Source: an optimization exercise on an open RTL-to-GDS flow (aim: a short achievable clock period and few clock cycles). Production flows keep margins and buffers that such runs may drop. Only simulation tests tie the RTL to the original design; equivalence was not proved. Power figures rest on the tool's default switching activity, not on a simulated workload.

[run.sh]
#!/bin/bash
# synth_recipe.tcl (not shown) runs the flow's synth.tcl, then flattens the netlist and writes it again
# the make line also repeats each setting of config.mk as NAME=value (left out here)
make -C /OpenROAD-flow-scripts/flow DESIGN_CONFIG=/design/flow/config.mk WORK_HOME=/design/flow/orfs CLKGATE_MAP_FILE= SYNTH_SCRIPT=/design/flow/synth_recipe.tcl finish
[design.v]
module addr(in_a,in_b,out);
input[31:0] in_a,in_b;
output[31:0] out;
assign out = in_a+in_b;
endmodule
module alu(SrcA,SrcB,ALUResult,zero,ALUControl);
input[31:0] SrcA,SrcB;
input[3:0] ALUControl;
output zero;
output reg[31:0] ALUResult;
always @(*) begin
	case(ALUControl)
	0: ALUResult = SrcA+SrcB;
	1: ALUResult = SrcA-SrcB;
	2: ALUResult = SrcA&SrcB;
	3: ALUResult = SrcA|SrcB;
	4: ALUResult = SrcA<<SrcB[4:0];
	5: ALUResult = ($signed(SrcA)<$signed(SrcB));
	6: ALUResult = SrcA>>SrcB[4:0];
	7: ALUResult = SrcA>>>SrcB[4:0];
	8: ALUResult = SrcA^SrcB;
    9: ALUResult = (SrcB<SrcA)?1:0;
    10: ALUResult = SrcB<<12;
    default: ALUResult = 0;
    endcase
end
assign zero = ((SrcA-SrcB)==0)?1:0;
endmodule
module alu_decoder(ALUOp,funct,ALUControl);
input[1:0] ALUOp;
input[4:0] funct;  
output reg[3:0] ALUControl;
always @(*) begin
	case(ALUOp)
	0: ALUControl = 4'b0000;  
	1: ALUControl = 4'b0001;  
	2: begin
		case(funct[2:0]) 
		0:ALUControl=(funct[4]&funct[3])?4'b0001:4'b0000;  
		1:ALUControl=4'b0100;
		2:ALUControl=4'b0101;
		3:ALUControl=4'b1001;
		4:ALUControl=4'b1000;
		5:ALUControl=funct[4]?4'b0111:4'b0110;
		6:ALUControl=4'b0011;
		7:ALUControl=4'b0010;
		default:ALUControl=0;
		endcase
	end
	3: ALUControl = 4'b1010;
	default:ALUControl=0;
	endcase
end
endmodule
module main_decoder(opcode,funct3,Branch,Jump,ResultSrc,MemWrite,ALUSrc,ImmSrc,MemStrobe,RegWrite,ALUOp,transEn,lui_en,store_done);
input[6:0] opcode;
input[2:0] funct3;
output reg Branch,Jump,MemWrite,ALUSrc,RegWrite,transEn,lui_en,store_done;
output reg[1:0] ResultSrc,ALUOp,MemStrobe;
output reg[2:0] ImmSrc;
always @(*) begin
    MemStrobe = 0;
    transEn = 0;
    lui_en = 0;
    store_done = 0;
	case(opcode)
    7'b0000011:begin
        {RegWrite,ImmSrc,ALUSrc,MemWrite,ResultSrc,Branch,ALUOp,Jump} = 12'b1_000_1_0_01_0_00_0;  
        case(funct3)
        0: MemStrobe = 2'b01;
        1: MemStrobe = 2'b10;
        default: MemStrobe = 2'b11;
        endcase
        transEn = 1;
    end
    7'b0100011:begin
        {RegWrite,ImmSrc,ALUSrc,MemWrite,ResultSrc,Branch,ALUOp,Jump} = 12'b0_001_1_1_00_0_00_0;  
         case(funct3)
        0: MemStrobe = 2'b01;
        1: MemStrobe = 2'b10;
        default: MemStrobe = 2'b11;
        endcase
        transEn = 1;
        store_done = 1;
    end
    7'b0110011:{RegWrite,ImmSrc,ALUSrc,MemWrite,ResultSrc,Branch,ALUOp,Jump} = 12'b1_000_0_0_00_0_10_0;  
    7'b1100011:{RegWrite,ImmSrc,ALUSrc,MemWrite,ResultSrc,Branch,ALUOp,Jump} = 12'b0_010_0_0_00_1_01_0;  
    7'b0010011:{RegWrite,ImmSrc,ALUSrc,MemWrite,ResultSrc,Branch,ALUOp,Jump} = 12'b1_000_1_0_00_0_10_0;  
    7'b1101111:{RegWrite,ImmSrc,ALUSrc,MemWrite,ResultSrc,Branch,ALUOp,Jump} = 12'b1_011_0_0_10_0_00_1;  
    7'b0110111:{RegWrite,ImmSrc,ALUSrc,MemWrite,ResultSrc,Branch,ALUOp,Jump,lui_en} = 13'b1_100_1_0_00_0_11_0_1;  
    default:{RegWrite,ImmSrc,ALUSrc,MemWrite,ResultSrc,Branch,ALUOp,Jump} = 0;
    endcase
end
endmodule
module control_unit(opcode,funct,RegWrite,ResultSrc,MemWrite,Jump,Branch,ALUControl,ALUSrc,ImmSrc,MemStrobe,transEn,lui_en,store_done);
input[6:0] opcode;
input[4:0] funct;
output RegWrite,MemWrite,Jump,Branch,ALUSrc,transEn,lui_en,store_done;
output[1:0] ResultSrc,MemStrobe;
output[2:0] ImmSrc;
output[3:0] ALUControl;
wire[1:0] ALUOp;
main_decoder main_dec(opcode,funct[2:0],Branch,Jump,ResultSrc,MemWrite,ALUSrc,ImmSrc,MemStrobe,RegWrite,ALUOp,transEn,lui_en,store_done);
alu_decoder alu_dec(ALUOp,funct,ALUControl);
endmodule
module hazard_unit(Rs1E,Rs2E,Rs1D,Rs2D,RdE,RdM,RdW,RegWriteM,RegWriteW,ResultSrc0,PCSrcE,FlushE,FlushD,StallD,StallF,ForwardAE,ForwardBE);
input[4:0] Rs1E,Rs2E,Rs1D,Rs2D,RdE,RdM,RdW;
input RegWriteM,RegWriteW,ResultSrc0,PCSrcE;
output reg[1:0] ForwardAE,ForwardBE;
output reg FlushE,FlushD,StallD,StallF;
reg lwStall;
always @(*) begin
	if((Rs1E==RdM) && RegWriteM && (Rs1E!=0)) ForwardAE=2'b10;
	else if((Rs1E==RdW) && RegWriteW && (Rs1E!=0)) ForwardAE=2'b01;
	else ForwardAE=2'b00;
	if((Rs2E==RdM) && RegWriteM && (Rs2E!=0)) ForwardBE=2'b10;
	else if((Rs2E==RdW) && RegWriteW && (Rs2E!=0)) ForwardBE=2'b01;
	else ForwardBE=2'b00;
	lwStall = ((Rs1D==RdE)||(Rs2D==RdE)) && ResultSrc0;
    {FlushE,FlushD,StallD,StallF} = {lwStall|PCSrcE,
    	                             PCSrcE,
    	                             lwStall,
    	                             lwStall};
end
endmodule
module imm_extend(imm,ImmSrc,ImmExt);
input[24:0] imm;
input[2:0] ImmSrc;
output reg[31:0] ImmExt;
always @(*) begin
	case(ImmSrc)
	0: ImmExt = {{20{imm[24]}},imm[24:13]};  
	1: ImmExt = {{20{imm[24]}},imm[24:18],imm[4:0]};  
	2: ImmExt = {{20{imm[24]}},imm[0],imm[23:18],imm[4:1],1'b0};  
	3: ImmExt = {{12{imm[24]}},imm[12:5],imm[13],imm[23:14],1'b0};  
	4: ImmExt = {{7{1'b0}},imm[24:0]};  
	default: ImmExt=0;
	endcase
end
endmodule
module pc(pc_current,pc_nxt,clk,rst,StallF);
input clk,rst,StallF;
input[31:0] pc_current;
output reg[31:0] pc_nxt;
always @(posedge clk or posedge rst) begin
	if (rst) pc_nxt<=0;
	else if(StallF==0) pc_nxt<=pc_current;	
end
endmodule
module register_file(clk,A1,A2,A3,WD3,RD1,RD2,rst,WE1);
input clk,rst,WE1;
input[4:0] A1,A2,A3;
input[31:0] WD3;
output[31:0] RD1,RD2;
reg[31:0] reg_file[1:31];
always @(negedge clk) begin
	if(WE1 && (A3!=0)) reg_file[A3]<=WD3;
end
assign RD1 = (A1==0) ? 32'd0 : reg_file[A1];
assign RD2 = (A2==0) ? 32'd0 : reg_file[A2];
endmodule
module IF_DEC_Reg(InstrF,InstrD,PCF,PCD,PCPlus4F,PCPlus4D,clk,rst,StallD,FlushD);
input[31:0] InstrF,PCF,PCPlus4F;
input clk,rst,StallD,FlushD;
output reg[31:0] InstrD,PCD,PCPlus4D;
always @(posedge clk or posedge rst) begin
	if (rst) begin
        InstrD<=0;
        PCD<=0;
        PCPlus4D<=0;
	end
	else if (FlushD) begin
        InstrD<=0;
        PCD<=0;
        PCPlus4D<=0;
	end
	else if(StallD==0) begin
		InstrD<=InstrF;
		PCD<=PCF;
		PCPlus4D<=PCPlus4F;
	end
end
endmodule
module DEC_EX_Reg(
	input clk,rst,RegWriteD,MemWriteD,JumpD,BranchD,ALUSrcD,FlushE,transEnD,StallE,lui_enD,store_doneD,
    input[1:0] ResultSrcD,ImmSrcD,MemStrobeD,
    input[3:0] ALUControlD,
    input[31:0] RD1D,RD2D,PCD,ImmExtD,PCPlus4D,
    input[4:0] RdD,Rs1D,Rs2D,
    output reg RegWriteE,MemWriteE,JumpE,BranchE,ALUSrcE,transEnE,lui_enE,store_doneE,
    output reg[1:0] ResultSrcE,ImmSrcE,MemStrobeE,
    output reg[3:0] ALUControlE,
    output reg[31:0] RD1E,RD2E,PCE,ImmExtE,PCPlus4E,
	output reg[4:0] RdE,Rs1E,Rs2E
	);
always @(posedge clk or posedge rst) begin
	if (rst) begin
		RegWriteE<=0;
		MemWriteE<=0;
		transEnE<=0;
		JumpE<=0;
		BranchE<=0;
		ALUSrcE<=0;
		ResultSrcE<=0;
		ImmSrcE<=0;
		lui_enE<=0;
		store_doneE<=0;
		MemStrobeE<=0;
		ALUControlE<=0;
		RD1E<=0;
		RD2E<=0;
		PCE<=0;
		ImmExtE<=0;
		PCPlus4E<=0;
		RdE<=0;
		Rs1E<=0;
		Rs2E<=0;
	end
	else if (FlushE) begin
		RegWriteE<=0;
		MemWriteE<=0;
		transEnE<=0;
		JumpE<=0;
		BranchE<=0;
		ALUSrcE<=0;
		ResultSrcE<=0;
		ImmSrcE<=0;
		lui_enE<=0;
		store_doneE<=0;
		MemStrobeE<=0;
		ALUControlE<=0;
		RD1E<=0;
		RD2E<=0;
		PCE<=0;
		ImmExtE<=0;
		PCPlus4E<=0;
		RdE<=0;
		Rs1E<=0;
		Rs2E<=0;
	end
	else if(StallE==0) begin
		RegWriteE<=RegWriteD;
		MemWriteE<=MemWriteD;
		transEnE<=transEnD;
		JumpE<=JumpD;
		BranchE<=BranchD;
		ALUSrcE<=ALUSrcD;
		ResultSrcE<=ResultSrcD;
		ImmSrcE<=ImmSrcD;
		lui_enE<=lui_enD;
		store_doneE<=store_doneD;
		MemStrobeE<=MemStrobeD;
		ALUControlE<=ALUControlD;
		RD1E<=RD1D;
		RD2E<=RD2D;
		PCE<=PCD;
		ImmExtE<=ImmExtD;
		PCPlus4E<=PCPlus4D;
		RdE<=RdD;
		Rs1E<=Rs1D;
		Rs2E<=Rs2D;
	end
end
endmodule
module EX_MEM_Reg(
	input clk,rst,RegWriteE,MemWriteE,transEnE,StallM,lui_enE,store_doneE,
	input[1:0] ResultSrcE,MemStrobeE,
	input[31:0] ALUResultE,WriteDataE,
	input[4:0] RdE,
	input[31:0] PCPlus4E,
	output reg RegWriteM,MemWriteM,transEnM,lui_enM,store_doneM,
	output reg[1:0] ResultSrcM,MemStrobeM,
	output reg[31:0] ALUResultM,WriteDataM,PCPlus4M,
	output reg[4:0] RdM
	);
always @(posedge clk or posedge rst) begin
	if (rst) begin
		RegWriteM<=0;
		MemWriteM<=0;
		transEnM<=0;
		ResultSrcM<=0;
		MemStrobeM<=0;
		ALUResultM<=0;
		lui_enM<=0;
		store_doneM<=0;
		WriteDataM<=0;
		RdM<=0;
		PCPlus4M<=0;
	end
	else if(StallM==0) begin
		RegWriteM<=RegWriteE;
		MemWriteM<=MemWriteE;
		transEnM<=transEnE;
		lui_enM<=lui_enE;
		store_doneM<=store_doneE;
		ResultSrcM<=ResultSrcE;
		MemStrobeM<=MemStrobeE;
		ALUResultM<=ALUResultE;
		WriteDataM<=WriteDataE;
		RdM<=RdE;
		PCPlus4M<=PCPlus4E;
	end
end
endmodule
module MEM_WB_Reg(
	input clk,rst,RegWriteM,MemWriteM,transEnM,StallW,lui_enM,store_doneM,
	input[1:0] ResultSrcM,MemStrobeM,
	input[3:0] peripheral_load,
	input[4:0] RdM,
	input[31:0] ALUResultM,ReadDataM,PCPlus4M,WriteDataM,
	output reg RegWriteW,Wr_En,transEn,lui_enW,store_doneW,
	output reg[1:0] ResultSrcW,MemStrobeW,
	output reg[4:0] RdW,
	output reg[31:0] ALUResultW,ReadDataW,PCPlus4W,WriteDataW
	);
always @(posedge clk or posedge rst) begin
	if (rst) begin
		RegWriteW<=0;
		Wr_En<=0;
		transEn<=0;
		ResultSrcW<=0;
		MemStrobeW<=0;
		lui_enW<=0;
		store_doneW<=0;
		RdW<=0;
		ALUResultW<=0;
		WriteDataW<=0;
		ReadDataW<=0;
		PCPlus4W<=0;
	end
	else if(StallW==0) begin
		RegWriteW<=RegWriteM;
		Wr_En<=MemWriteM;
		if(peripheral_load==2) transEn<=transEnM;
		else transEn<=0;
		ResultSrcW<=ResultSrcM;
		lui_enW<=lui_enM;
		store_doneW<=store_doneM;
		MemStrobeW<=MemStrobeM;
		RdW<=RdM;
		ALUResultW<=ALUResultM;
		WriteDataW<=WriteDataM;
		ReadDataW<=ReadDataM;
		PCPlus4W<=PCPlus4M;
	end
end
endmodule
module RV32I(clk,rst,imem_addr,imem_rdata,dmem_addr,dmem_wdata,dmem_size,dmem_we,dmem_rdata);
input clk,rst;
input[31:0] imem_rdata,dmem_rdata;
output[31:0] imem_addr,dmem_addr,dmem_wdata;
output[1:0] dmem_size;
output dmem_we;
wire[31:0] pc_current,pc_nxt,ImmExtD,ImmExtE,ALUResultE,ALUResultM,ALUResultW,PCTargetE,WriteDataM,ReadDataM,ReadDataW;
wire[31:0] PCPlus4F,InstF,InstD,PCD,PCPlus4D,RD1D,RD2D,RD1E,RD2E,PCE,PCPlus4E,PCPlus4M,PCPlus4W,SrcBE1,SrcBE2,SrcAE,ResultW;
wire[31:0] WriteDataW;
wire[24:0] instDImm_out;
wire ZeroE,PCSrcE,BranchCond,FlushE,FlushD,StallD,StallF;
wire RegWriteD,MemWriteD,JumpD,BranchD,ALUSrcD,transEnD,lui_enD,store_doneD;
wire RegWriteE,MemWriteE,JumpE,BranchE,ALUSrcE,transEnE,store_doneE,opcode5E,opcode5M;
wire RegWriteM,MemWriteM,transEnM,store_doneM;
wire RegWriteW,Wr_EnW,transEnW,opcode5W,store_doneW;
wire[4:0] RdE,RdM,RdW,Rs1E,Rs2E;
wire[1:0] ResultSrcD,MemStrobeD,ResultSrcE,ResultSrcM,ResultSrcW,ImmSrcE,MemStrobeE,MemStrobeM,MemStrobeW,ForwardAE,ForwardBE;
wire[2:0] ImmSrcD;
wire[3:0] ALUControlD,ALUControlE;
hazard_unit HU(
	Rs1E,Rs2E,InstD[19:15],InstD[24:20],
	RdE,RdM,RdW,RegWriteM,RegWriteW,ResultSrcE[0],
	PCSrcE,FlushE,FlushD,StallD,StallF,ForwardAE,ForwardBE);
pc PC(pc_current,pc_nxt,clk,rst,StallF);
assign imem_addr = pc_nxt;
assign InstF = imem_rdata;
IF_DEC_Reg FD_Reg(InstF,InstD,pc_nxt,PCD,PCPlus4F,PCPlus4D,clk,rst,StallD,FlushD);
addr PCPlus4(pc_nxt,4,PCPlus4F);
control_unit CU(
	InstD[6:0],{InstD[30],InstD[5],InstD[14:12]},
	RegWriteD,ResultSrcD,MemWriteD,JumpD,BranchD,ALUControlD,ALUSrcD,ImmSrcD,MemStrobeD,transEnD,lui_enD,store_doneD
	);
register_file RF(clk,InstD[19:15],InstD[24:20],RdW,ResultW,RD1D,RD2D,rst,RegWriteW);
assign instDImm_out = lui_enD?{{5{1'b0}},InstD[31:12]}:InstD[31:7];
imm_extend ImmExt(instDImm_out,ImmSrcD,ImmExtD);
DEC_EX_Reg DE_Reg(
	 clk,rst,RegWriteD,MemWriteD,JumpD,BranchD,ALUSrcD,FlushE,transEnD,1'b0,InstD[5],store_doneD,
     ResultSrcD,ImmSrcD[1:0],MemStrobeD,
     ALUControlD,
     RD1D,RD2D,PCD,ImmExtD,PCPlus4D,
     InstD[11:7],InstD[19:15],InstD[24:20],
     RegWriteE,MemWriteE,JumpE,BranchE,ALUSrcE,transEnE,opcode5E,store_doneE,
     ResultSrcE,ImmSrcE,MemStrobeE,
     ALUControlE,
     RD1E,RD2E,PCE,ImmExtE,PCPlus4E,
	 RdE,Rs1E,Rs2E
	);
assign SrcBE1 = (ForwardBE==2)?ALUResultM:(ForwardBE==1)?ResultW:RD2E;
assign SrcBE2 = ALUSrcE?ImmExtE:SrcBE1;
assign SrcAE = (ForwardAE==2)?ALUResultM:(ForwardAE==1)?ResultW:RD1E;
alu ALU(SrcAE,SrcBE2,ALUResultE,ZeroE,ALUControlE);
addr JMPADDER(PCE,ImmExtE,PCTargetE);
and(BranchCond,ZeroE,BranchE);
or(PCSrcE,JumpE,BranchCond);
assign pc_current = PCSrcE?PCTargetE:PCPlus4F;
EX_MEM_Reg EM_Reg(
	 clk,rst,RegWriteE,MemWriteE,transEnE,1'b0,opcode5E,store_doneE,
	 ResultSrcE,MemStrobeE,
	 ALUResultE,SrcBE1,RdE,PCPlus4E,
     RegWriteM,MemWriteM,transEnM,opcode5M,store_doneM,
	 ResultSrcM,MemStrobeM,
	 ALUResultM,WriteDataM,PCPlus4M,
	 RdM
	);
assign dmem_addr  = ALUResultM;
assign dmem_wdata = WriteDataM;
assign dmem_size  = MemStrobeM;
assign dmem_we    = MemWriteM;
assign ReadDataM = (MemStrobeM == 2'b01) ? {{24{dmem_rdata[7]}}, dmem_rdata[7:0]} :
                   (MemStrobeM == 2'b10) ? {{16{dmem_rdata[15]}}, dmem_rdata[15:0]} :
                   dmem_rdata;
MEM_WB_Reg MW_Reg(
	clk,rst,RegWriteM,MemWriteM,transEnM,1'b0,opcode5M,store_doneM,
	ResultSrcM,MemStrobeM,
	ALUResultM[31:28],
	RdM,
	ALUResultM,ReadDataM,PCPlus4M,WriteDataM,
	RegWriteW,Wr_EnW,transEnW,opcode5W,store_doneW,
	ResultSrcW,MemStrobeW,
	RdW,
	ALUResultW,ReadDataW,PCPlus4W,WriteDataW
	);
assign ResultW = (ResultSrcW==0)?ALUResultW:(ResultSrcW==1)?ReadDataW:(ResultSrcW==2)?PCPlus4W:0;
endmodule
[constraint.sdc]
create_clock -name core_clock -period 9.0 [get_ports {clk}]
set_input_delay 1.8000 -clock core_clock [delete_from_list [all_inputs] [get_ports {clk}]]
set_output_delay 1.8000 -clock core_clock [all_outputs]
set_load 0.01 [all_outputs]
[config.mk]
export PLATFORM = sky130hd
export DESIGN_NAME = RV32I
export DESIGN_NICKNAME = RV32I
export VERILOG_FILES = /design/flow/design.v
export SDC_FILE = /design/flow/constraint.sdc
export NUM_CORES = 4
export LEC_CHECK = 0
export CAP_MARGIN = 20
export CORE_MARGIN = 2
export CORE_UTILIZATION = 40
export SLEW_MARGIN = 20
==> impl_metrics.toml <==
[sta]
rsz0062_at_grt = "no"
hold_viol = 0
fin_crit_sh = 0.8719
report.final.slew_viol_count = 0
relSlewSlack = 0.2687
skew_ns = 0.05434
fin_setup_tns_ns = 0
clock.fmax_ghz = 0.1274
tightest_slew_ns = 1.085
post-route-min-period_ns = 7.848
setup_viol_count_final = 0

[floorplan]
die_h_um = 439.8
die-area_um2 = 193400
io_pins = 165
start_util = 0.4037
die_x_um = 439.8
core-area_um2 = 188200
num_rows = 159

[synthesis]
synth_fa_ha_area_frac = 0.02204
syn-cell-area_um2 = 75970
syn_inst = 5382
synth_cell_types = 92
synthSimpleGateAreaFrac = 0.07266
syn_avg_cell_area_um2 = 14.12
ys_warn_count = 11
synth_nets = 5580
synth_edf_count = 992
synth.mux.area_fraction = 0.2206
synth-seq-area-share = 0.5617
async_flop_share = 0.3417
synth_compound_area_frac = 0.08319
ys.flop_type = "edfxtp_1"
ys_seq_elements = 1507
synth_top_family_by_area = "multiplexers"
synthXorXnorAreaFrac = 0.01291

[routing]
avgViaCountPerCell = 5.933
firstDrtPassIters = 7
wl_um = 268100
drc = 0
ant_nets = 0
wl_per_cell_um = 29.23
drtIter0Drc = 6616
vias = 54436

[hold_path]
worstHoldPathType = "flip-flop to flip-flop"

[clock_tree]
hold_buffers = 0
htree_levels = 4
numClockSinks = 1507
cts_setup_buffers = 0
clk_path_buf_depth = 3
clock_latency_ns = 0.82
cts.clk_slew.worst_paths_ns = 0.06
cts_tree = "yes"
cts_resized = 0
numCtsBuffers = 166
cts-root-buf = "clkbuf_16"

[placement]
io_buffers = 164
place.gp.congestion = 1.016
hpwlAfterDp_um = 176800

[setup_path]
critPathSlowestCell = "o21ai_1"
path_class = "flip-flop to flip-flop"
crit_chain = "nor2b_4 > nand2_1 > o21ai_2 > buf_4 > mux2i_1 > o21ai_1 > mux2i_1 > inv_1 > ha_1 > clkinv_1 > nand4_1 > a21boi_0 > o32ai_1 > xnor2_1 > nor4_1 > nand4_1 > nor4_4 > or2_4 > buf_4 > a21oi_1 > a221o_1"
crit_fanout = 33
worst_ep_required_time_ns = 9.70
arrival_ns = 8.55
cp-end-kind = "flip-flop"
cp_top_family = "simple AND/OR/NAND/NOR gates"
critPathMaxStageDelay_ns = 0.68
startpoint_type = "flip-flop"
crit_buf_inv = 4

[global_routing]
overflow = 0
antenna_found_initial = 7
grt_max_degree = 161
grtUsageTotal = 0.2760
grt_pass1_wl_um = 383200
grt_pass1_vias = 56022

[run_status]
outcome = "no timing/DRC/antenna violations"

[cells_and_area]
mostFrequentLayoutCells = "inv_1, edfxtp_1, mux4_2"
area_growth_pct = 19.67
final_common_cell = "inv_1"
nets = 6721
fillers = 16668
drive_gt1_frac = 0.1834

[pwr]
leakage_uw = 0.03645
p_per_area_nw_per_um2 = 247.7
finalPower_uw = 22520
peakVddDrop_mv = 0.2066

[flow_run]
drv_cap = 0
-- metrics by stage --
| stage | cell area [um2] | hold slack (ns) | std cells | setup slack [ns] | utilization |
|---|---|---|---|---|---|
| final | 90910 | 0.3447 | 9175 | 1.153 | 0.4831 |
| after global routing | 90900 | 0.3511 | 9172 | 0.9456 | 0.4830 |
| after CTS | 90870 | 0.3449 | 9158 | 1.361 | 0.4828 |
| after detailed placement | 81480 | 0.3347 | 7859 | 1.404 | 0.4330 |
| after global placement | 81480 | 0.3328 | 7859 | 1.037 | 0.4330 |
| after floorplan | 75970 | 0.3312 | 5382 | 0.2057 | - |
-- cell usage after synthesis (38+ instances only) --
cell	number	area, um2
a211oi_1	57	427.9
a21o_1	44	330.3
a21oi_1	282	1411
a22oi_1	91	683.2
and2_1	90	563.0
buf_1	62	232.7
buf_2	40	200.2
clkbuf_1	269	1010
dfrtp_1	515	12890
edfxtp_1	992	29790
ha_1	129	1614
inv_1	116	435.4
mux2_2	38	427.9
mux2i_1	324	3243
mux4_2	581	13090
nand2_1	402	1509
nand3_1	61	305.3
nor2_1	370	1389
nor3_1	87	435.4
o21ai_0	182	910.9
xnor2_1	73	639.4
xor2_1	39	341.6
-- power by group --
part	internal (uW)	switching, uW	leakage (uW)
Combinational	1630	2960	0.0131
Sequential	8520	581	0.0153
Clock	4710	4120	0.00808
-- flip-flops by register name, summed over array words and instances (netlist names), 25 cells and up --
register,flops
DE_Reg.RD2E,32
EM_Reg.ALUResultM,32
DE_Reg.RD1E,32
DE_Reg.ImmExtE,25
MW_Reg.ReadDataW,32
EM_Reg.PCPlus4M,32
DE_Reg.PCE,32
RF.reg_file,992
MW_Reg.ALUResultW,32
FD_Reg.PCPlus4D,30
FD_Reg.InstrD,32
EM_Reg.WriteDataM,32
FD_Reg.PCD,32
PC.pc_nxt,32
DE_Reg.PCPlus4E,30
MW_Reg.PCPlus4W,32
-- routing by layer --
metal	GRT usage	vias to the layer above	share of wire
li1	-	23294	-
met1	0.3459	27888	0.38
met2	0.4340	2708	0.48
met3	0.06104	544	0.078
met4	0.1773	2	0.060
met5	0	-	0.000041
-- cell type report --
class / count / area (um2) / area share
Sequential cell: 1507 / 42710 / 0.4698
Multi-Input combinational cell: 3366 / 31730 / 0.3490
Clock inverter: 1119 / 5117 / 0.05629
Clock buffer: 181 / 4272 / 0.04699
Timing Repair Buffer: 369 / 3456 / 0.03801
Tap cell: 2495 / 3122 / 0.03434
Inverter: 121 / 457.9 / 0.005037
Antenna cell: 17 / 42.54 / 0.0004679
-- kinds of logic after synthesis --
kind of cell | count (synthesis)
compound gates | 976
buf+inv | 509
mux | 943
fa+ha+maj | 132
simple gates | 1203
flops | 1507
xor+xnor | 112
-- path summary, 6_finish.rpt --
| check | cells after the start | slack (ns) | endpoint | start |
|---|---|---|---|---|
| worst max-delay path | 21 | 1.15 | PC.pc_nxt[31]$_DFFE_PP0N_ | MW_Reg.ResultSrcW[1]$_DFF_PP0_ |
| worst min-delay path | 0 | 0.34 | EM_Reg.PCPlus4M[16]$_DFF_PP0_ | DE_Reg.PCPlus4E[16]$_DFF_PP0_ |
| worst max register to register | 21 | 1.15 | PC.pc_nxt[31]$_DFFE_PP0N_ | MW_Reg.ResultSrcW[1]$_DFF_PP0_ |
| worst min register to register | 0 | 0.34 | EM_Reg.PCPlus4M[16]$_DFF_PP0_ | DE_Reg.PCPlus4E[16]$_DFF_PP0_ |
| max in group asynchronous | 4 | 5.75 | MW_Reg.ReadDataW[15]$_DFF_PP0_ | rst |
| min in group asynchronous | 2 | 1.42 | DE_Reg.PCE[30]$_DFF_PP0_ | rst |
Testbench counts, summed over its fixed seeds: cycles 29,373.
